Source: an optimization exercise on an open RTL-to-GDS flow (aim: small area and a short achievable clock period). Production flows keep margins and buffers that such runs may drop.
The RTL was checked by simulation tests, not by an equivalence proof against the original design.
No activity file was given, so power comes from the tool's default toggle rates.

==> design.v <==
`timescale 1ns / 1ps
module conv3x3 #(
    parameter int PIXEL_WIDTH = 8,
    parameter int IMAGE_WIDTH = 64
) (
    input  logic                   clk,
    input  logic                   rst_n,
    input  logic [PIXEL_WIDTH-1:0] pixel_in,
    input  logic                   valid_in,
    output logic [PIXEL_WIDTH-1:0] edge_out,
    output logic                   valid_out
);
  localparam int W = IMAGE_WIDTH;
  localparam int PW = PIXEL_WIDTH;
  localparam int DEPTH = 2 * W + 1;   
  localparam int CW = 6;   
  logic [PW-1:0] lb[DEPTH];
  always_ff @(posedge clk) begin
    if (valid_in) begin
      lb[0] <= pixel_in;
      for (int i = 1; i < DEPTH; i++) lb[i] <= lb[i-1];
    end
  end
  logic [CW-1:0] col;
  logic [1:0] line;
  logic warm;
  always_ff @(posedge clk or negedge rst_n) begin
    if (!rst_n) begin
      col  <= '0;
      line <= '0;
      warm <= 1'b0;
    end else if (valid_in) begin
      col <= col + 1'b1;
      if (&col && !line[1]) line <= line + 1'b1;
      if (line[1] && col == CW'(2)) warm <= 1'b1;
    end
  end
  assign valid_out = valid_in & warm;
  logic n1, n0;
  assign n1 = ~&col;
  assign n0 = n1 & (col != '0);
  logic signed [10:0] bx, ay;   
  logic signed [10:0] bx_nxt, ayq, ay_nxt;
  sobel_bx u_bx (
      .w12(lb[W-2]),
      .w02(lb[2*W-2]),
      .w00(lb[2*W]),
      .w10(lb[W]),
      .w20(lb[0]),
      .n0 (n0),
      .bx (bx_nxt)
  );
  sobel_ayq u_ayq (
      .w01(lb[2*W-1]),
      .w02(lb[2*W-2]),
      .w20(lb[0]),
      .w00(lb[2*W]),
      .n1 (n1),
      .n0 (n0),
      .ayq(ayq)
  );
  assign ay_nxt = ayq + (n1 ? {2'b00, pixel_in, 1'b0} : 11'sd0);
  always_ff @(posedge clk) begin
    if (valid_in) begin
      bx <= bx_nxt;
      ay <= ay_nxt;
    end
  end
  logic signed [10:0] z;
  logic [6:0] zm1, ua;
  logic usat;
  sobel_zu u_zu (
      .bx  (bx),
      .ay  (ay),
      .z   (z),
      .zm1 (zm1),
      .ua  (ua),
      .usat(usat)
  );
  logic [PW-1:0] edge_nxt;
  sobel_mag u_mag (
      .p       (pixel_in),
      .z       (z),
      .zm1     (zm1),
      .bx      (bx),
      .ay      (ay),
      .ua      (ua),
      .usat    (usat),
      .edge_nxt(edge_nxt)
  );
  always_ff @(posedge clk) begin
    if (valid_in) edge_out <= edge_nxt;
  end
endmodule
module sobel_bx (
    input  logic        [7:0] w12,
    input  logic        [7:0] w02,
    input  logic        [7:0] w00,
    input  logic        [7:0] w10,
    input  logic        [7:0] w20,
    input  logic              n0,
    output logic signed [10:0] bx
);
  logic signed [10:0] s0;
  assign s0 = n0 ? 11'(w00) + 11'(2 * w10) + 11'(w20) : 11'sd0;
  assign bx = 11'(2 * w12) + 11'(w02) - s0;
endmodule
module sobel_ayq (
    input  logic        [7:0] w01,
    input  logic        [7:0] w02,
    input  logic        [7:0] w20,
    input  logic        [7:0] w00,
    input  logic              n1,
    input  logic              n0,
    output logic signed [10:0] ayq
);
  logic signed [10:0] t1, d0;
  assign t1  = n1 ? 11'(2 * w01) : 11'sd0;
  assign d0  = n0 ? 11'(w20) - 11'(w00) : 11'sd0;
  assign ayq = d0 - t1 - 11'(w02);
endmodule
module sobel_zu (
    input  logic signed [10:0] bx,
    input  logic signed [10:0] ay,
    output logic signed [10:0] z,
    output logic        [6:0] zm1,
    output logic        [6:0] ua,
    output logic              usat
);
  logic signed [11:0] s, d;
  logic signed [10:0] u;
  assign s = 12'(bx) + 12'(ay);
  assign d = 12'(bx) - 12'(ay);
  assign z = s[11:1];
  assign u = d[11:1];
  assign zm1 = 7'(z[6:0] - 7'd1);
  assign ua = u[10] ? 7'(-u) : u[6:0];
  assign usat = (u >= 11'sd128) || (u <= -11'sd128);
endmodule
module sobel_mag (
    input  logic        [7:0] p,
    input  logic signed [10:0] z,
    input  logic        [6:0] zm1,
    input  logic signed [10:0] bx,
    input  logic signed [10:0] ay,
    input  logic        [6:0] ua,
    input  logic              usat,
    output logic        [7:0] edge_nxt
);
  logic signed [11:0] v, gx, gy;
  logic [6:0] vm1;
  assign v   = 12'(p) + 12'(z);
  assign vm1 = p[6:0] + zm1;   
  assign gx  = 12'(p) + 12'(bx);
  assign gy  = 12'(p) + 12'(ay);
  logic sx, sy, sat;
  logic [6:0] half;
  assign sx   = gx[11];
  assign sy   = gy[11];
  assign sat  = usat || (v >= 12'sd128) || (v <= -12'sd128);
  assign half = (sx == sy) ? (sx ? ~vm1 : v[6:0]) : ua;
  assign edge_nxt = sat ? 8'd255 : {half, 1'b0};
endmodule
`timescale 1ns / 1ps
module sobel_filter #(
    parameter int PIXEL_WIDTH = 8,
    parameter int IMAGE_WIDTH = 64
) (
    input  logic                   clk,
    input  logic                   rst_n,
    input  logic [PIXEL_WIDTH-1:0] pixel_in,
    input  logic                   valid_in,
    output logic [PIXEL_WIDTH-1:0] edge_out,
    output logic                   valid_out
);
  conv3x3 #(
      .PIXEL_WIDTH(PIXEL_WIDTH),
      .IMAGE_WIDTH(IMAGE_WIDTH)
  ) u_core (
      .clk      (clk),
      .rst_n    (rst_n),
      .pixel_in (pixel_in),
      .valid_in (valid_in),
      .edge_out (edge_out),
      .valid_out(valid_out)
  );
endmodule
==> constraint.sdc <==
create_clock -name core_clock -period 12.0 [get_ports {clk}]
set_input_delay 2.4000 -clock core_clock [delete_from_list [all_inputs] [get_ports {clk}]]
set_output_delay 2.4000 -clock core_clock [all_outputs]
set_load 0.01 [all_outputs]
==> run.sh <==
#!/bin/bash
# synth_recipe.tcl (not shown) runs the flow's synth.tcl, then flattens the netlist and writes it again
# the make line also repeats each setting of config.mk as NAME=value (left out here)
make -C /OpenROAD-flow-scripts/flow DESIGN_CONFIG=/design/flow/config.mk WORK_HOME=/design/flow/orfs CLKGATE_MAP_FILE= SYNTH_SCRIPT=/design/flow/synth_recipe.tcl finish
==> config.mk <==
export PLATFORM = sky130hd
export DESIGN_NAME = sobel_filter
export DESIGN_NICKNAME = sobel_filter
export VERILOG_FILES = /design/flow/design.v
export SDC_FILE = /design/flow/constraint.sdc
export NUM_CORES = 4
export LEC_CHECK = 0
export CAP_MARGIN = 20
export CORE_MARGIN = 2
export CORE_UTILIZATION = 40
export CTS_BUF_LIST = sky130_fd_sc_hd__clkbuf_4 sky130_fd_sc_hd__clkbuf_8
export CTS_CLUSTER_SIZE = 30
export SETUP_SLACK_MARGIN = 5
export SLEW_MARGIN = 20
export SYNTH_HIERARCHICAL = 1
export SYNTH_MINIMUM_KEEP_SIZE = 0
==> results of run 1 <==
[kinds of logic after synthesis]
group / synth area share, %
flops: 85.7
buf+inv: 0.978
mux: 0.107
compound gates: 3.67
fa+ha+maj: 4.77
xor+xnor: 1.82
simple gates: 2.99
[modules after synthesis, one instance, submodules excluded, a selection]
module	flip-flops and latches	cells inside	times used
sobel_ayq	0	129	1
sobel_zu	0	178	1
sobel_mag	0	169	1
sobel_bx	0	147	1
[cell usage in the layout (no fill, tap or decap), drive strengths merged, types with 3 or more instances in the layout]
master            n
xor2             27
a31oi             4
o21bai            8
mux2i             4
a211oi            8
nand2b           11
o211ai           12
xnor2            50
and3              4
or3               5
edfxtp         1062
nor4              3
o21ai            39
o2111ai           4
or2               4
clkinv           53
ha              106
clkdlybuf4s50    18
a21o             17
o31ai             4
o311a             4
clkbuf          214
nand3            24
nand4b            3
inv              85
o21a             12
a211o             6
nand2            54
clkinvlp          5
dfrtp             9
buf              13
nor2             32
fa               23
a21oi            57
nand4            10
and2             14
nand3b            3
nor2b            12
nor3             20
[cell type report]
cell class	instances	area, sq um	share of cell area, %
inverter	75	282	0.664
sequential	1071	32100	75.7
timing repair buffer	31	335	0.791
clock inverter	70	474	1.12
antenna	1	2.50	0.00590
multi-input combinational	619	5010	11.8
clock buffer	214	2630	6.19
tap	1254	1570	3.70
[final timing paths]
path,start,to,slack [ns],cells after the start
setup / recovery,valid_in,valid_out,6.05,3
hold / removal,u_core.lb[108][0]$_DFFE_PP_,u_core.lb[109][0]$_DFFE_PP_,0.40,0
setup reg to reg,u_core.col[0]$_DFFE_PN0P_,u_core.ay[10]$_DFFE_PP_,6.90,21
hold reg to reg,u_core.lb[108][0]$_DFFE_PP_,u_core.lb[109][0]$_DFFE_PP_,0.40,0
max in group asynchronous,rst_n,u_core.col[1]$_DFFE_PN0P_,9.80,1
min in group asynchronous,rst_n,u_core.col[4]$_DFFE_PN0P_,1.91,1
[state kept, by name, summed over array words and instances (netlist names)]
name             count
u_core.ay           11
u_core.bx           11
u_core.col           6
u_core.edge_out      8
u_core.lb         1032
u_core.line          2
u_core.warm          1
[where the power goes]
| group | switching (mW) | total [mW] | internal (mW) |
|---|---|---|---|
| sequential | 0.140 | 4.58 | 4.44 |
| combinational | 1.65 | 2.76 | 1.11 |
| clock | 1.35 | 2.84 | 1.49 |
| total | 3.14 | 10.2 | 7.04 |
[metal layers]
layer  share of wire, %  vias to the layer above  global-route usage [%]
li1                   -                     7333                       -
met1                 50                     7981                    17.4
met2                 41                      328                    15.8
met3                4.4                      120                    2.83
met4                3.7                        0                    6.45
met5                  0                        -                       0
[metrics by stage]
step	hold slack, ns	utilization [%]	setup slack [ns]	instances	instance area (sq um)
2_1_floorplan	0.400	-	6.87	1779	37500
3_3_place_gp	0.400	42.2	5.96	3049	39300
5_1_grt	0.397	45.6	5.99	3334	42400
3_5_place_dp	0.405	42.2	5.80	3049	39300
6_report	0.400	45.6	6.05	3335	42400
4_1_cts	0.398	45.6	6.01	3333	42400
[worst max-delay path, stage by stage]
cell             delay [ns]
buf_8                  0.31
and2_1                 0.24
clkdlybuf4s50_1        0.55
==> flow_summary.yaml, run 1 <==
worst_hold_path:
  hp-class: "flop to flop"
synthesis:
  synth_edf_count: 1062
  async_reset_ff_share_pct: 0.840
  synth_largest_area_cell: "edfxtp_1"
  synth.net_count: 1919
  yosysMostFrequentCell: "edfxtp_1"
  synth_common_cells: "1062 x edfxtp_1, 106 x ha_1, 75 x inv_1"
  ys.warnings.count: 9
  yosysTopAreaCellShare_pct: 85.1
  post_synth.cell_area_avg_sq_um: 21.1
  yosysUniqueCellTypes: 75
  synth_cells: 1779
  synth_seq_cells: 1071
  yosysSeqAreaShare_pct: 85.7
  synth_area_leaders: "edfxtp_1 85%, ha_1 3.5%, fa_1 1.2%"
  synthFlopType: "edfxtp_1"
  syn_area_sq_mm: 0.0375
timing:
  hold_viol: 0
  clock.fmax_mhz: 168
  setup_viol: 0
  tns_ns: 0
  min_period_ns: 5.95
  max_slew_margin_pct: 32.0
  clock_skew_ns: 0.0376
  fin_crit_sh_pct: 49.6
  drv_slew: 0
  rsz0062_at_grt: "no"
  worst_slew_pin_slew_ns: 1.02
power:
  irDropWorstVdd_v: 0.000130
  p_per_area_mw_per_mm2: 240
  finalPower_mw: 10.2
  p_leak_nw: 14.8
global_routing:
  grt_pass1_wl_mm: 86.7
  overflow: 0
  track_usage_pct: 11.7
  grt_start_max_net_pins: 191
  grt_pass1_vias: 15795
  antenna_found_initial: 1
final_layout:
  drive_gt1_share_pct: 14.2
  syn_to_final_growth_pct: 13.1
  fill_cells: 7894
  nets: 2101
place:
  hpwlAfterDp_mm: 30.6
  port_buffers: 19
  place_congestion: 0.888
drt:
  drt_iter0_drc: 1301
  ant_nets: 0
  routed_via_density: 4.73
  routed_wirelength_mm: 55.8
  dr.pass1.iters: 5
  post-route-drc-count: 0
  num_vias: 15762
  wl_per_cell_um: 16.7
clocking:
  post-cts-setup-buffer-count: 0
  cts_buffer_depth: 3
  cts_tree: "built"
  postCtsResizedCells: 0
  worstSkewPairLatency_ns: 0.80
  cts_root_buf: "clkbuf_8"
  cts_buffers: 163
  cts_max_level: 4
  cts_hold_buf: 0
  cts.clk_slew.worst_paths_ns: 0.06
  clock-sinks: 1071
critical_path:
  cp-end-kind: "output port"
  cp_max_fo: 48
  critPathKind: "input port to output port"
  crit_required_ns: 9.60
  cp-start-kind: "input port"
  worst_ep_arrival_time_ns: 3.55
run_status:
  outcome: "complete, no violations"
floorplan:
  row_count: 112
  dieArea_sq_mm: 0.0962
  die_w_um: 310
  io_pins: 20
  dieHeight_um: 310
  core_sq_mm: 0.0930
  initial_utilization_pct: 40.3
flow_run:
  maxCapViolations: 0
==> inputs of run 2 (changes only) <==
==> flow/run.sh (new file) <==
#!/bin/bash
set -euo pipefail
bash standard.sh SETUP_SLACK_MARGIN=7 finish > standard_flow.log 2>&1
==> standard.sh (new file) <==
#!/bin/bash
# synth_recipe.tcl (not shown) runs the flow's synth.tcl, then flattens the netlist and writes it again
# the make line also repeats each setting of config.mk as NAME=value (left out here)
make -C /OpenROAD-flow-scripts/flow DESIGN_CONFIG=/design/flow/config.mk WORK_HOME=/design/flow/orfs CLKGATE_MAP_FILE= SYNTH_SCRIPT=/design/flow/synth_recipe.tcl "${@:-finish}"
--- a/config.mk
+++ b/config.mk
@@ -8,8 +8,9 @@
 export CAP_MARGIN = 20
 export CORE_MARGIN = 2
-export CORE_UTILIZATION = 40
-export CTS_BUF_LIST = sky130_fd_sc_hd__clkbuf_4 sky130_fd_sc_hd__clkbuf_8
-export CTS_CLUSTER_SIZE = 30
-export SETUP_SLACK_MARGIN = 5
+export CORE_UTILIZATION = 60
+export CTS_BUF_LIST = sky130_fd_sc_hd__clkbuf_8
+export CTS_CLUSTER_DIAMETER = 60
+export CTS_CLUSTER_SIZE = 16
+export PLACE_DENSITY = 0.7
 export SLEW_MARGIN = 20
 export SYNTH_HIERARCHICAL = 1
removed: run.sh
==> run 2 against run 1 <==
Net effect: still clean; area after synthesis did not move; sequential share of layout area rose by 4.3 points; synthesized cell count did not move.
==> flow_summary.yaml, run 2 <==
power:
  p_per_area_mw_per_mm2: 223
  p_leak_nw: 13.9
  irDropWorstVdd_v: 0.000154
final_layout:
  final_cells: 2736
  mostFrequentLayoutCells: "1062 x edfxtp_1, 106 x ha_1, 81 x inv_1, 81 x clkbuf_8, 53 x nand2_1"
  syn_to_final_growth_pct: 7.01
  fin_util_pct: 65.0
  top_register: "u_core.lb"
  largest_reg_flops: 1032
  final_common_cell: "edfxtp_1"
  drive_gt1_share_pct: 7.64
  antennaDiodeCount: 0
  nets: 2023
  top_regs: "u_core.lb (1032), u_core.ay (11), u_core.bx (11)"
floorplan:
  initial_utilization_pct: 60.7
  row_count: 91
  dieArea_sq_mm: 0.0645
  io_pins: 20
  dieHeight_um: 254
  core_sq_mm: 0.0617
  die_w_um: 254
place:
  place_inst: 2633
  hpwlAfterDp_mm: 28.7
  place_worst_setup_slack_ns: 6.02
  place_congestion: 0.871
  port_buffers: 19
global_routing:
  grt_start_max_net_pins: 211
  grt_pass1_vias: 14552
  overflow: 0
  grt_pass1_wl_mm: 79.3
  antenna_found_initial: 0
  track_usage_pct: 16.2
timing:
  hold_viol: 0
  worst_slew_pin_slew_ns: 1.10
  setup_slack_ns: 6.82
  tns_ns: 0
  min_period_ns: 5.18
  timing.hold.ws_ns: 0.385
  clock_skew_ns: 0.0409
  fin_crit_sh_pct: 43.2
  clock.fmax_mhz: 193
  rsz0062_at_grt: "yes"
  drv_slew: 0
  max_slew_margin_pct: 26.7
  setup_viol: 0
synthesis:
  synth_common_cells: "1062 x edfxtp_1, 106 x ha_1, 75 x inv_1"
  post_synth.cell_area_avg_sq_um: 21.1
  synthFlopType: "edfxtp_1"
  syn_area_sq_mm: 0.0375
  synth_area_leaders: "edfxtp_1 85%, ha_1 3.5%, fa_1 1.2%"
  yosysSeqAreaShare_pct: 85.7
  synth.net_count: 1919
  ys.warnings.count: 9
  yosysMostFrequentCell: "edfxtp_1"
  async_reset_ff_share_pct: 0.840
  synth_cells: 1779
  yosysUniqueCellTypes: 75
  synth_largest_area_cell: "edfxtp_1"
  yosysTopAreaCellShare_pct: 85.1
  synth_edf_count: 1062
  synth_seq_cells: 1071
critical_path:
  critPathKind: "input port to output port"
  rr_worst_depth: 20
  worst_ep_arrival_time_ns: 2.78
  cp-end-kind: "output port"
  cp-start-kind: "input port"
  cp_max_fo: 3
  crit_required_ns: 9.60
clocking:
  cts_tree: "built"
  cts_max_level: 3
  cts_root_buf: "clkbuf_8"
  cts_buffers: 79
  worstSkewPairLatency_ns: 0.70
  clock-sinks: 1071
  cts_buffer_depth: 3
  cts.clk_slew.worst_paths_ns: 0.10
drt:
  routed_via_density: 5.48
  drt_iter0_drc: 1148
  num_vias: 14985
  wl_per_cell_um: 18.7
  ant_nets: 0
  post-route-drc-count: 0
  dr.pass1.iters: 6
  routed_wirelength_mm: 51.2
worst_hold_path:
  hp-class: "flop to flop"
  holdPathStages: 0
flow_run:
  maxCapViolations: 0
run_status:
  outcome: "complete, no violations"
-- run 2: changes by cell type in the layout (fill, tap and decap cells not counted), sizes merged, moves of 2 or more --
cell and delta:
buf +5, clkinv -50, bufbuf +2, clkinvlp -3
clkbuf -133, bufinv -2
-- run 2: worst max-delay path, stage by stage --
cell    delay, ns
buf_16       0.12
and2_4       0.14
buf_6        0.11
-- run 2: per-module statistics from Yosys, one instance, submodules excluded, excerpt --
module / area (sq um) / flops+latches
sobel_ayq: 978 / 0
sobel_bx: 1190 / 0
sobel_mag: 1300 / 0
sobel_zu: 1270 / 0
-- run 2: final timing paths --
kind,from,end,slack [ns]
max,valid_in,valid_out,6.82
min,u_core.lb[50][4]$_DFFE_PP_,u_core.lb[51][4]$_DFFE_PP_,0.39
max reg2reg,u_core.lb[0][0]$_DFFE_PP_,u_core.ay[10]$_DFFE_PP_,7.27
min reg2reg,u_core.lb[50][4]$_DFFE_PP_,u_core.lb[51][4]$_DFFE_PP_,0.39
max in group asynchronous,rst_n,u_core.line[0]$_DFFE_PN0P_,9.74
min in group asynchronous,rst_n,u_core.col[4]$_DFFE_PN0P_,1.98
-- run 2: what timing repair did --
action                     4_1_cts  5_1_grt
setup buffers                    2        2
gates resized for setup          9        5
pin swaps                        0        0
hold buffers                     0        0
gates cloned                     2        0
setup endpoints to repair      186      232
-- run 2: cell type report --
cell class / count / area (sq um)
flip-flops and latches: 1071 / 32100
fillers: 4051 / 21600
multi-input cells: 619 / 5020
clock buffers: 81 / 1110
well taps: 837 / 1050
repair buffers: 37 / 425
inverters: 75 / 282
clock inverters: 16 / 109
-- run 2: stage by stage --
| stage | power, mW | cell area (sq um) |
|---|---|---|
| floorplan | 6.67 | 37500 |
| global placement | 7.30 | 38800 |
| detailed placement | 7.35 | 38800 |
| CTS | 9.04 | 40100 |
| global route | 9.49 | 40100 |
| finish | 8.95 | 40100 |
-- run 2: metal layers --
metal | vias to the layer above | GRT usage, % | routed length, um
li1 | 7049 | - | -
met1 | 7577 | 26.3 | 25900
met2 | 270 | 22.1 | 21400
met3 | 89 | 3.04 | 2390
met4 | 0 | 6.07 | 1500
met5 | - | 0 | 0
-- run 2: cell families after synthesis --
family                     share of synthesized area (%)
DFF                                                 85.7
and+or+nand+nor                                     2.99
AOI/OAI and AO/OA                                   3.67
adders and majority gates                           4.77
buffers and inverters                              0.978
xor gates and xnor gates                            1.82
muxes                                              0.107
-- run 2: power breakdown --
group | internal, mW | leakage [nW] | total, mW | switching, mW
Clock | 0.623 | 0.651 | 1.65 | 1.02
Combinational | 1.11 | 2.79 | 2.74 | 1.63
Sequential | 4.43 | 10.5 | 4.57 | 0.137
Total | 6.16 | 13.9 | 8.95 | 2.79
==> inputs of run 3 (changes only) <==
--- a/config.mk
+++ b/config.mk
@@ -8,9 +8,8 @@
 export CAP_MARGIN = 20
 export CORE_MARGIN = 2
-export CORE_UTILIZATION = 60
+export CORE_UTILIZATION = 40
 export CTS_BUF_LIST = sky130_fd_sc_hd__clkbuf_8
 export CTS_CLUSTER_DIAMETER = 60
 export CTS_CLUSTER_SIZE = 16
-export PLACE_DENSITY = 0.7
 export SLEW_MARGIN = 20
 export SYNTH_HIERARCHICAL = 1
==> run 3 against run 2 <==
Net effect: first-iteration DRC count rose by 7.1%; synthesized cell count did not move; die area is 49% higher; cell area increased by 2.1%; cell count is 16% higher; critical path depth unchanged; clock power grew 11%; clock skew decreased by 0.013 ns; critical path type unchanged; global-route usage fell by 4.6 points; clock-buffer cell count increased by 4; largest power group unchanged; combinational power increased by 3%.
==> flow_summary.yaml, run 3 <==
place:
  placed_area_sq_mm: 0.0393
  place_inst: 3049
  place_worst_setup_slack_ns: 5.64
  place_congestion: 0.850
  hpwlAfterDp_mm: 31.0
  port_buffers: 19
clocking:
  clock-sinks: 1071
  cts_buffer_depth: 3
  cts.clk_slew.worst_paths_ns: 0.10
  cts_max_level: 3
  cts_hold_buf: 0
  cts_tree: "built"
  worstSkewPairLatency_ns: 0.71
  cts_root_buf: "clkbuf_8"
  cts_buffers: 83
timing:
  setup_slack_ns: 6.81
  drv_slew: 0
  min_period_ns: 5.19
  rsz0062_at_grt: "yes"
  max_slew_margin_pct: 24.1
  tns_ns: 0
  setup_viol: 0
  clock.fmax_mhz: 193
  clock_skew_ns: 0.0281
  fin_crit_sh_pct: 43.3
  hold_viol: 0
  worst_slew_pin_slew_ns: 1.14
synthesis:
  yosysMostFrequentCell: "edfxtp_1"
  yosysUniqueCellTypes: 75
  muxShareOfSynthArea_pct: 0.107
  synth_simple_gate_area_share_pct: 2.99
  synth_edf_count: 1062
  synth_area_leaders: "edfxtp_1 85%, ha_1 3.5%, fa_1 1.2%"
  synth_top_family_by_area: "adder cells"
  synth_common_cells: "1062 x edfxtp_1, 106 x ha_1, 75 x inv_1"
  post_synth.cell_area_avg_sq_um: 21.1
  synth_compound_area_share_pct: 3.67
  synthAdderAreaFrac_pct: 4.77
  syn_area_sq_mm: 0.0375
  synth-xor-area-share_pct: 1.82
  yosysTopAreaCellShare_pct: 85.1
  synth.net_count: 1919
  async_reset_ff_share_pct: 0.840
  synth_largest_area_cell: "edfxtp_1"
  yosysSeqAreaShare_pct: 85.7
  synth_cells: 1779
  synthFlopType: "edfxtp_1"
  synth_seq_cells: 1071
  ys.warnings.count: 9
final_layout:
  top_register: "u_core.lb"
  mostFrequentLayoutCells: "1062 x edfxtp_1, 106 x ha_1, 85 x inv_1, 85 x clkbuf_8, 53 x nand2_1"
  top_regs: "u_core.lb (1032), u_core.ay (11), u_core.bx (11)"
  drive_gt1_share_pct: 8.65
  syn_to_final_growth_pct: 9.25
  final_cells: 3174
  final_common_cell: "edfxtp_1"
  nets: 2029
  stdcell_area_sq_mm: 0.0410
  largest_reg_flops: 1032
  fill_cells: 7966
worst_hold_path:
  min_from: "u_core.lb[114][7]$_DFFE_PP_"
  hp-class: "flop to flop"
  holdPathStages: 0
  hold_end: "u_core.lb[115][7]$_DFFE_PP_"
drt:
  routed_wirelength_mm: 55.7
  drt_iter0_drc: 1230
  routed_via_density: 4.78
  dr.pass1.iters: 7
  post-route-drc-count: 0
  ant_nets: 0
  num_vias: 15163
  wl_per_cell_um: 17.5
global_routing:
  grt_pass1_vias: 15020
  track_usage_pct: 11.6
  antenna_found_initial: 1
  overflow: 0
  grt_start_max_net_pins: 195
  grt_pass1_wl_mm: 86.1
critical_path:
  critPathMaxStageDelay_ns: 0.15
  r2r_start: "u_core.col[0]$_DFFE_PN0P_"
  worst_ep_arrival_time_ns: 2.79
  cp_max_fo: 4
  r2r-end: "u_core.ay[10]$_DFFE_PP_"
  rr_worst_depth: 21
  cp-end-kind: "output port"
  critPathBufInv: 2
  crit_required_ns: 9.60
  critPathTopFamily: "buffers and inverters"
  cp-start-kind: "input port"
  worstPathCellList: "buf_16 -> and2_4 -> buf_6"
  r2r_slack_ns: 7.17
  cpMaxStageDelayCell: "and2_4"
  critPathKind: "input port to output port"
floorplan:
  row_count: 112
  die_w_um: 310
  initial_utilization_pct: 40.3
  io_pins: 20
  core_sq_mm: 0.0930
  dieHeight_um: 310
  dieArea_sq_mm: 0.0962
power:
  p_leak_nw: 14.1
  irDropWorstVdd_v: 0.000149
  finalPower_mw: 9.21
  comb_power_share_pct: 30.6
  seq_power_share_pct: 49.5
  internal_power_mw: 6.26
  p_clk_share_pct: 19.8
  p_sw_share_pct: 32.1
  p_switching_mw: 2.95
  p_per_area_mw_per_mm2: 225
flow_run:
  maxCapViolations: 0
run_status:
  outcome: "complete, no violations"
run 3: cell counts after synthesis:
Identical to the previous run, type by type.
run 3: per-layer routing:
metal / share of wire [%] / GRT usage [%] / wire length, um
met2: 43 / 16.7 / 24100
met1: 50 / 17.6 / 28000
met3: 3.4 / 2.35 / 1900
met5: 0 / 0 / 0
met4: 2.9 / 3.81 / 1630
run 3: how the worst max path moves through the flow:
| stage | end | depth (start not counted) | startpoint | slack (ns) |
|---|---|---|---|---|
| after floorplan | valid_out | 2 | valid_in | 6.96 |
| after global placement | valid_out | 3 | valid_in | 5.67 |
| after detailed placement | valid_out | 3 | valid_in | 5.64 |
| after CTS | valid_out | 3 | valid_in | 6.77 |
| after global routing | valid_out | 3 | valid_in | 6.80 |
| final | valid_out | 3 | valid_in | 6.81 |
run 3: area by class of cell:
class	count	area (sq um)	share of cell area, %
flip-flops and latches	1071	32100	78.4
well taps	1254	1570	3.83
clock inverters	30	267	0.651
clock buffers	85	1170	2.86
inverters	75	285	0.697
diodes	1	2.50	0.00611
multi-input cells	619	5050	12.3
repair buffers	39	502	1.23
run 3: cells by family after synthesis:
kind of cell               Yosys count
AOI/OAI and AO/OA                  197
DFF                               1071
adders and majority gates          129
muxes                                4
buffers and inverters               89
and+or+nand+nor                    212
xor gates and xnor gates            77
run 3: Yosys stat by module (local to each module, per instance), excerpt:
module,flops+latches,times used
sobel_mag,0,1
sobel_zu,0,1
sobel_bx,0,1
sobel_ayq,0,1
run 3: through the flow:
| step | hold slack, ns | util [%] |
|---|---|---|
| 2_1_floorplan | 0.400 | - |
| 3_5_place_dp | 0.405 | 42.2 |
| 4_1_cts | 0.411 | 43.9 |
| 3_3_place_gp | 0.401 | 42.2 |
| 5_1_grt | 0.411 | 44.0 |
| 6_report | 0.411 | 44.0 |
run 3: power groups by stage:
| stage | Clock, mW | Combinational [mW] | Sequential (mW) |
|---|---|---|---|
| 2_1_floorplan | 0 | 2.08 | 4.58 |
| 3_3_place_gp | 0 | 2.81 | 4.65 |
| 3_5_place_dp | 0 | 2.82 | 4.65 |
| 4_1_cts | 1.93 | 2.85 | 4.57 |
| 5_1_grt | 2.06 | 3.18 | 4.59 |
| 6_report | 1.83 | 2.82 | 4.56 |
run 3: repair_timing:
action / CTS / global route
pin swaps: 1 / 4
resized for setup: 14 / 11
setup buffers: 1 / 5
endpoints found under the setup margin: 145 / 28
cloned: 3 / 0
==> inputs of run 4 (changes only) <==
--- a/config.mk
+++ b/config.mk
@@ -8,8 +8,9 @@
 export CAP_MARGIN = 20
 export CORE_MARGIN = 2
-export CORE_UTILIZATION = 40
-export CTS_BUF_LIST = sky130_fd_sc_hd__clkbuf_8
-export CTS_CLUSTER_DIAMETER = 60
-export CTS_CLUSTER_SIZE = 16
+export CORE_UTILIZATION = 60
+export CTS_BUF_LIST = sky130_fd_sc_hd__clkbuf_16
+export CTS_CLUSTER_DIAMETER = 50
+export CTS_CLUSTER_SIZE = 32
+export PLACE_DENSITY = 0.7
 export SLEW_MARGIN = 20
 export SYNTH_HIERARCHICAL = 1
==> run 4 against run 3 <==
Net effect: first-iteration DRC count fell by 6.6%; worst setup slack improved by 0.0050 ns; worst hold slack worse by 0.011 ns; still clean; clock power increased by 51%; largest power group unchanged; cell count fell by 12%; critical path type unchanged; clock-buffer cell count is 6 lower.
==> flow_summary.yaml, run 4 <==
run_status:
  outcome: "complete, no violations"
timing:
  hold_viol: 0
  timing.hold.ws_ns: 0.399
  setup_viol: 0
  worst_slew_pin_slew_ns: 1.10
  clock_skew_ns: 0.0269
  tns_ns: 0
  fin_crit_sh_pct: 43.2
  clock.fmax_mhz: 193
  min_period_ns: 5.19
  drv_slew: 0
  setup_slack_ns: 6.81
  max_slew_margin_pct: 26.6
  rsz0062_at_grt: "yes"
power:
  irDropWorstVdd_v: 0.000174
  p_per_area_mw_per_mm2: 242
  finalPower_mw: 10.1
  p_leak_nw: 14.6
global_routing:
  grt_pass1_wl_mm: 80.9
  overflow: 0
  grt_start_max_net_pins: 211
  grt_pass1_vias: 14654
  track_usage_pct: 16.6
  antenna_found_initial: 0
critical_path:
  crit_required_ns: 9.60
  critPathKind: "input port to output port"
  startpoint: "valid_in"
  worst_ep_arrival_time_ns: 2.79
  cp-start-kind: "input port"
  cp_max_fo: 3
  r2r_start: "u_core.col[0]$_DFFE_PN0P_"
  cp-end-kind: "output port"
  r2r_slack_ns: 7.26
synthesis:
  synth_edf_count: 1062
  synth.net_count: 1919
  syn_area_sq_mm: 0.0375
  yosysUniqueCellTypes: 75
  synth_largest_area_cell: "edfxtp_1"
  synth_cells: 1779
  yosysSeqAreaShare_pct: 85.7
  async_reset_ff_share_pct: 0.840
  synth_area_leaders: "edfxtp_1 85%, ha_1 3.5%, fa_1 1.2%"
  ys.warnings.count: 9
  synth_common_cells: "1062 x edfxtp_1, 106 x ha_1, 75 x inv_1"
  synth_seq_cells: 1071
  yosysMostFrequentCell: "edfxtp_1"
  yosysTopAreaCellShare_pct: 85.1
  post_synth.cell_area_avg_sq_um: 21.1
  synthFlopType: "edfxtp_1"
clocking:
  cts_max_level: 3
  cts_root_buf: "clkbuf_16"
  cts.clk_slew.worst_paths_ns: 0.08
  worstSkewPairLatency_ns: 0.64
  cts_buffer_depth: 3
  clock-sinks: 1071
  cts_buffers: 79
  cts_tree: "built"
place:
  port_buffers: 19
  place_worst_setup_slack_ns: 6.02
  hpwlAfterDp_mm: 28.7
  place_congestion: 0.871
floorplan:
  core_sq_mm: 0.0617
  die_w_um: 254
  initial_utilization_pct: 60.7
  row_count: 91
  io_pins: 20
  dieArea_sq_mm: 0.0645
  dieHeight_um: 254
final_layout:
  fill_cells: 3888
  mostFrequentLayoutCells: "1062 x edfxtp_1, 106 x ha_1, 79 x clkbuf_16"
  nets: 2023
  antennaDiodeCount: 0
  top_regs: "u_core.lb (1032), u_core.ay (11), u_core.bx (11)"
  syn_to_final_growth_pct: 11.2
  top_register: "u_core.lb"
  drive_gt1_share_pct: 9.80
  final_common_cell: "edfxtp_1"
  largest_reg_flops: 1032
drt:
  drt_iter0_drc: 1149
  drt-met1-wl_mm: 26.5
  dr.pass1.iters: 5
  routed_via_density: 5.47
  ant_nets: 0
  routed_wirelength_mm: 52.6
  wl_per_cell_um: 18.9
  met2_length_mm: 22.3
  post-route-drc-count: 0
  top_layer: "met4"
  met3_length_mm: 2.05
  num_vias: 15228
worst_hold_path:
  min_from: "u_core.lb[2][3]$_DFFE_PP_"
  hp-class: "flop to flop"
flow_run:
  maxCapViolations: 0
==> run 4: cell types whose count changed in the layout (fill, tap and decap cells not counted), moves of 7 or more <==
cell and delta:
clkinv_1 +8, inv_12 +7, inv_1 -7, clkbuf_8 -85, clkbuf_16 +79, clkinv_8 +9
==> run 4: stage by stage <==
stage               cells  cell area [sq um]  utilization [%]
floorplan            1779              37500                -
global placement     2633              38800             62.8
detailed placement   2633              38800             62.8
CTS                  2784              41700             67.5
global route         2786              41700             67.6
finish               2786              41700             67.6
==> run 4: cell type report <==
class	count	area [sq um]	share of cell area, %
timing repair buffer	37	432	1.04
tap	837	1050	2.51
inverter	75	282	0.675
multi-input combinational	619	5020	12.1
clock inverter	68	813	1.95
clock buffer	79	1980	4.74
sequential	1071	32100	77.0
==> run 4: metal layers <==
metal / global-route usage, % / vias up
li1: - / 7145
met1: 26.4 / 7688
met2: 23.2 / 276
met3: 3.10 / 119
met4: 6.13 / 0
met5: 0 / -
==> run 4: worst max-delay path, stage by stage <==
cell and delay, ns:
buf_16 0.12, and2_4 0.14, buf_6 0.11
==> run 4: per-module statistics from Yosys (local to each module, per instance), excerpt <==
module / times used / flops+latches
sobel_mag: 1 / 0
sobel_zu: 1 / 0
sobel_bx: 1 / 0
sobel_ayq: 1 / 0
==> run 4: path summary, 6_finish.rpt <==
check,end,cells past startpoint
max,valid_out,3
min,u_core.lb[3][3]$_DFFE_PP_,0
max reg2reg,u_core.ay[10]$_DFFE_PP_,20
min reg2reg,u_core.lb[3][3]$_DFFE_PP_,0
max in group asynchronous,u_core.col[4]$_DFFE_PN0P_,1
min in group asynchronous,u_core.col[0]$_DFFE_PN0P_,1
==> run 4: repair_timing <==
action | 4_1_cts | 5_1_grt
pin swaps | 0 | 1
hold buffers | 0 | 0
buffers inserted | 2 | 2
endpoints found under the setup margin | 269 | 257
gates resized for setup | 11 | 6
hold endpoints to repair | 0 | 0
cloned | 2 | 0
==> run 4: cell families after synthesis <==
logic type	after synthesis	share of synthesized area, %
AOI/OAI and AO/OA	197	3.67
muxes	4	0.107
and+or+nand+nor	212	2.99
adders and majority gates	129	4.77
xor gates and xnor gates	77	1.82
DFF	1071	85.7
buffers and inverters	89	0.978
==> run 4: power breakdown <==
part,internal [mW],switching (mW),total [mW]
registers,4.43,0.138,4.57
logic,1.11,1.63,2.74
clock network,1.36,1.40,2.76
total,6.90,3.17,10.1
==> inputs of run 5 (changes only) <==
==> flow/run.sh (replaced) <==
#!/bin/bash
set -euo pipefail
bash standard.sh SETUP_SLACK_MARGIN=7 MATCH_CELL_FOOTPRINT=0 \
  'BUFFER_PORTS_ARGS=-buffer_cell sky130_fd_sc_hd__buf_2' finish > standard_flow.log 2>&1
--- a/config.mk
+++ b/config.mk
@@ -9,7 +9,7 @@
 export CORE_MARGIN = 2
 export CORE_UTILIZATION = 60
-export CTS_BUF_LIST = sky130_fd_sc_hd__clkbuf_16
-export CTS_CLUSTER_DIAMETER = 50
-export CTS_CLUSTER_SIZE = 32
+export CTS_BUF_LIST = sky130_fd_sc_hd__clkbuf_8
+export CTS_CLUSTER_DIAMETER = 60
+export CTS_CLUSTER_SIZE = 16
 export PLACE_DENSITY = 0.7
 export SLEW_MARGIN = 20
==> run 5 against run 4 <==
Net effect: die area stayed put; cell area is 3.9% lower; highest routed layer unchanged; register-to-register slack worse by 0.03 ns; total power shrank 11%; critical path type unchanged; largest power group unchanged; critical path depth unchanged; worst hold slack improved by 0.0060 ns; synthesized cell count stayed put; clock skew rose by 0.0061 ns; cell count down 1.7%; sequential cell count is the same; critical endpoint unchanged.
==> flow_summary.yaml, run 5 <==
run_status:
  outcome: "complete, no violations"
clocking:
  cts_max_level: 3
  worstSkewPairLatency_ns: 0.68
  clock-sinks: 1071
  cts_hold_buf: 0
  cts.clk_slew.worst_paths_ns: 0.09
  cts_root_buf: "clkbuf_8"
  cts_buffers: 78
  cts_buffer_depth: 3
  cts_tree: "built"
critical_path:
  worst_ep_arrival_time_ns: 2.78
  cp-start-kind: "input port"
  cp-end-kind: "output port"
  cp_max_fo: 4
  rr_worst_depth: 20
  critPathKind: "input port to output port"
  crit_required_ns: 9.60
  startpoint: "valid_in"
  r2r_start: "u_core.col[0]$_DFFE_PN0P_"
drt:
  ant_nets: 0
  num_vias: 14953
  routed_via_density: 5.46
  wl_per_cell_um: 19.0
  routed_wirelength_mm: 52.0
  drt_iter0_drc: 1253
  dr.pass1.iters: 6
  post-route-drc-count: 0
final_layout:
  antennaDiodeCount: 0
  fill_cells: 4037
  largest_reg_flops: 1032
  multi_input_area_sq_mm: 0.00502
  mostFrequentLayoutCells: "1062 x edfxtp_1, 106 x ha_1, 88 x inv_1"
  final_common_cell: "edfxtp_1"
  final_cells: 2738
  seqCellArea_sq_mm: 0.0321
  drive_gt1_share_pct: 8.31
  top_register: "u_core.lb"
  syn_to_final_growth_pct: 6.87
  fin_util_pct: 64.9
  top_regs: "u_core.lb (1032), u_core.ay (11), u_core.bx (11)"
  nets: 2020
place:
  place_worst_setup_slack_ns: 5.39
  port_buffers: 19
  place_inst: 2632
  place_congestion: 0.850
  hpwlAfterDp_mm: 29.4
floorplan:
  dieArea_sq_mm: 0.0645
  dieHeight_um: 254
  io_pins: 20
  die_w_um: 254
  core_sq_mm: 0.0617
  row_count: 91
  initial_utilization_pct: 60.7
global_routing:
  overflow: 0
  met2_usage_pct: 23.5
  grt_pass1_vias: 14593
  grt_util_met1_pct: 26.2
  antenna_found_initial: 0
  grt_start_max_net_pins: 210
  top_usage_layer: "met1"
  track_usage_pct: 16.5
  grtUsageMet3_pct: 3.04
  grt_pass1_wl_mm: 80.8
timing:
  max_slew_margin_pct: 26.7
  tns_ns: 0
  drv_slew: 0
  rsz0062_at_grt: "yes"
  min_period_ns: 5.18
  setup_viol: 0
  hold_viol: 0
  worst_slew_pin_slew_ns: 1.10
  fin_crit_sh_pct: 43.2
  clock.fmax_mhz: 193
  clock_skew_ns: 0.0330
  setup_slack_ns: 6.82
worst_hold_path:
  hp-class: "flop to flop"
  min_from: "u_core.lb[99][4]$_DFFE_PP_"
  holdPathStages: 0
synthesis:
  synth_cells: 1779
  synth.net_count: 1919
  yosysUniqueCellTypes: 75
  synth_edf_count: 1062
  synth_common_cells: "1062 x edfxtp_1, 106 x ha_1, 75 x inv_1"
  ys.warnings.count: 9
  syn_area_sq_mm: 0.0375
  synth_seq_cells: 1071
  yosysTopAreaCellShare_pct: 85.1
  yosysMostFrequentCell: "edfxtp_1"
  synth_largest_area_cell: "edfxtp_1"
  async_reset_ff_share_pct: 0.840
  synth_area_leaders: "edfxtp_1 85%, ha_1 3.5%, fa_1 1.2%"
  yosysSeqAreaShare_pct: 85.7
  synthFlopType: "edfxtp_1"
  post_synth.cell_area_avg_sq_um: 21.1
flow_run:
  maxCapViolations: 0
power:
  p_clk_share_pct: 18.7
  irDropWorstVdd_v: 0.000159
  p_leak_nw: 13.9
  internal_power_mw: 6.18
  seq_power_share_pct: 51.0
  p_sw_share_pct: 30.9
  p_switching_mw: 2.77
  comb_power_share_pct: 30.4
  p_per_area_mw_per_mm2: 223
-- run 5: area by class of cell --
class,count,area share [%]
repair buffers,35,0.859
inverters,75,0.703
clock inverters,20,0.337
flip-flops and latches,1071,80.2
well taps,837,2.61
multi-input cells,619,12.5
clock buffers,81,2.78
-- run 5: power groups by stage --
stage / logic, mW / registers, mW / clock network [mW]
2_1_floorplan: 2.08 / 4.58 / 0
3_3_place_gp: 2.63 / 4.63 / 0
3_5_place_dp: 2.69 / 4.64 / 0
4_1_cts: 2.71 / 4.56 / 1.75
5_1_grt: 3.04 / 4.59 / 1.88
6_report: 2.72 / 4.56 / 1.67
-- run 5: path summary, 6_finish.rpt --
check                                                   end  slack, ns
worst max-delay path                              valid_out       6.82
worst min-delay path            u_core.lb[100][4]$_DFFE_PP_       0.41
worst min register to register  u_core.lb[100][4]$_DFFE_PP_       0.41
max in group asynchronous         u_core.col[5]$_DFFE_PN0P_      10.26
worst max register to register      u_core.ay[10]$_DFFE_PP_       7.23
min in group asynchronous         u_core.col[2]$_DFFE_PN0P_       1.55
-- run 5: Yosys stat by module, one instance, submodules excluded, excerpt --
module,copies in the design,flip-flops and latches,cells inside
sobel_mag,1,0,169
sobel_ayq,1,0,129
sobel_zu,1,0,178
sobel_bx,1,0,147
-- run 5: critical path, stage by stage --
cell and delay, ns:
buf_16 0.12, and2_4 0.14, buf_6 0.11
-- run 5: routing by layer --
layer,vias to the layer above,share of wire (%)
met2,227,44
met4,0,2.5
li1,7050,-
met3,91,3.9
met5,-,0
met1,7585,50
-- run 5: logic make-up after synthesis --
kind of cell	count (synthesis)	synth area share, %
DFF	1071	85.7
and+or+nand+nor	212	2.99
AOI/OAI and AO/OA	197	3.67
adders and majority gates	129	4.77
buffers and inverters	89	0.978
xor gates and xnor gates	77	1.82
muxes	4	0.107
-- run 5: what timing repair did --
action	CTS	global route
gates resized for setup	6	6
gates cloned	3	0
pin swaps	1	1
buffers inserted	2	0
setup endpoints to repair	417	160
-- run 5: per-stage QoR --
step / cell area (sq um) / hold slack, ns / total power [mW]
5_1_grt: 40100 / 0.410 / 9.50
3_5_place_dp: 38700 / 0.405 / 7.33
4_1_cts: 40000 / 0.408 / 9.03
2_1_floorplan: 37500 / 0.400 / 6.67
6_report: 40100 / 0.405 / 8.94
3_3_place_gp: 38700 / 0.401 / 7.26

what the ideal ports hide:
How much do the figures lean on ideal ports? The routed layouts below were timed once more, with nothing changed but the port constraints. Step 1: set_driving_cell puts a clkbuf_16 on clk and a buf_2 on each other input, an assumption about the parent block. Step 2 moves the port delays by t, midway between the first and last clock arrival at a register: inputs arrive t later, outputs are due t later. That takes back most of the time a late clock gives input paths. Three values: ideal, step 1, step 2; two values: the first two.
run | t (ns) | slack for setup (ns) | worst slew at a driven data input, ns
run 1 | 0.834 | 6.051 / 6.001 / 5.974 | 0.05
run 2 | 0.720 | 6.818 / 6.606 / 6.327 | 0.26
run 3 | 0.749 | 6.808 / 6.589 / 6.388 | 0.26
run 4 | 0.681 | 6.813 / 6.573 / 6.387 | 0.29
run 5 | 0.720 | 6.819 / 6.546 / 6.221 | 0.34
After both steps every run listed still meets setup and hold. The setup slack of run 5, which loses most, moves by -0.273 ns with the drivers and by -0.598 ns with both steps.
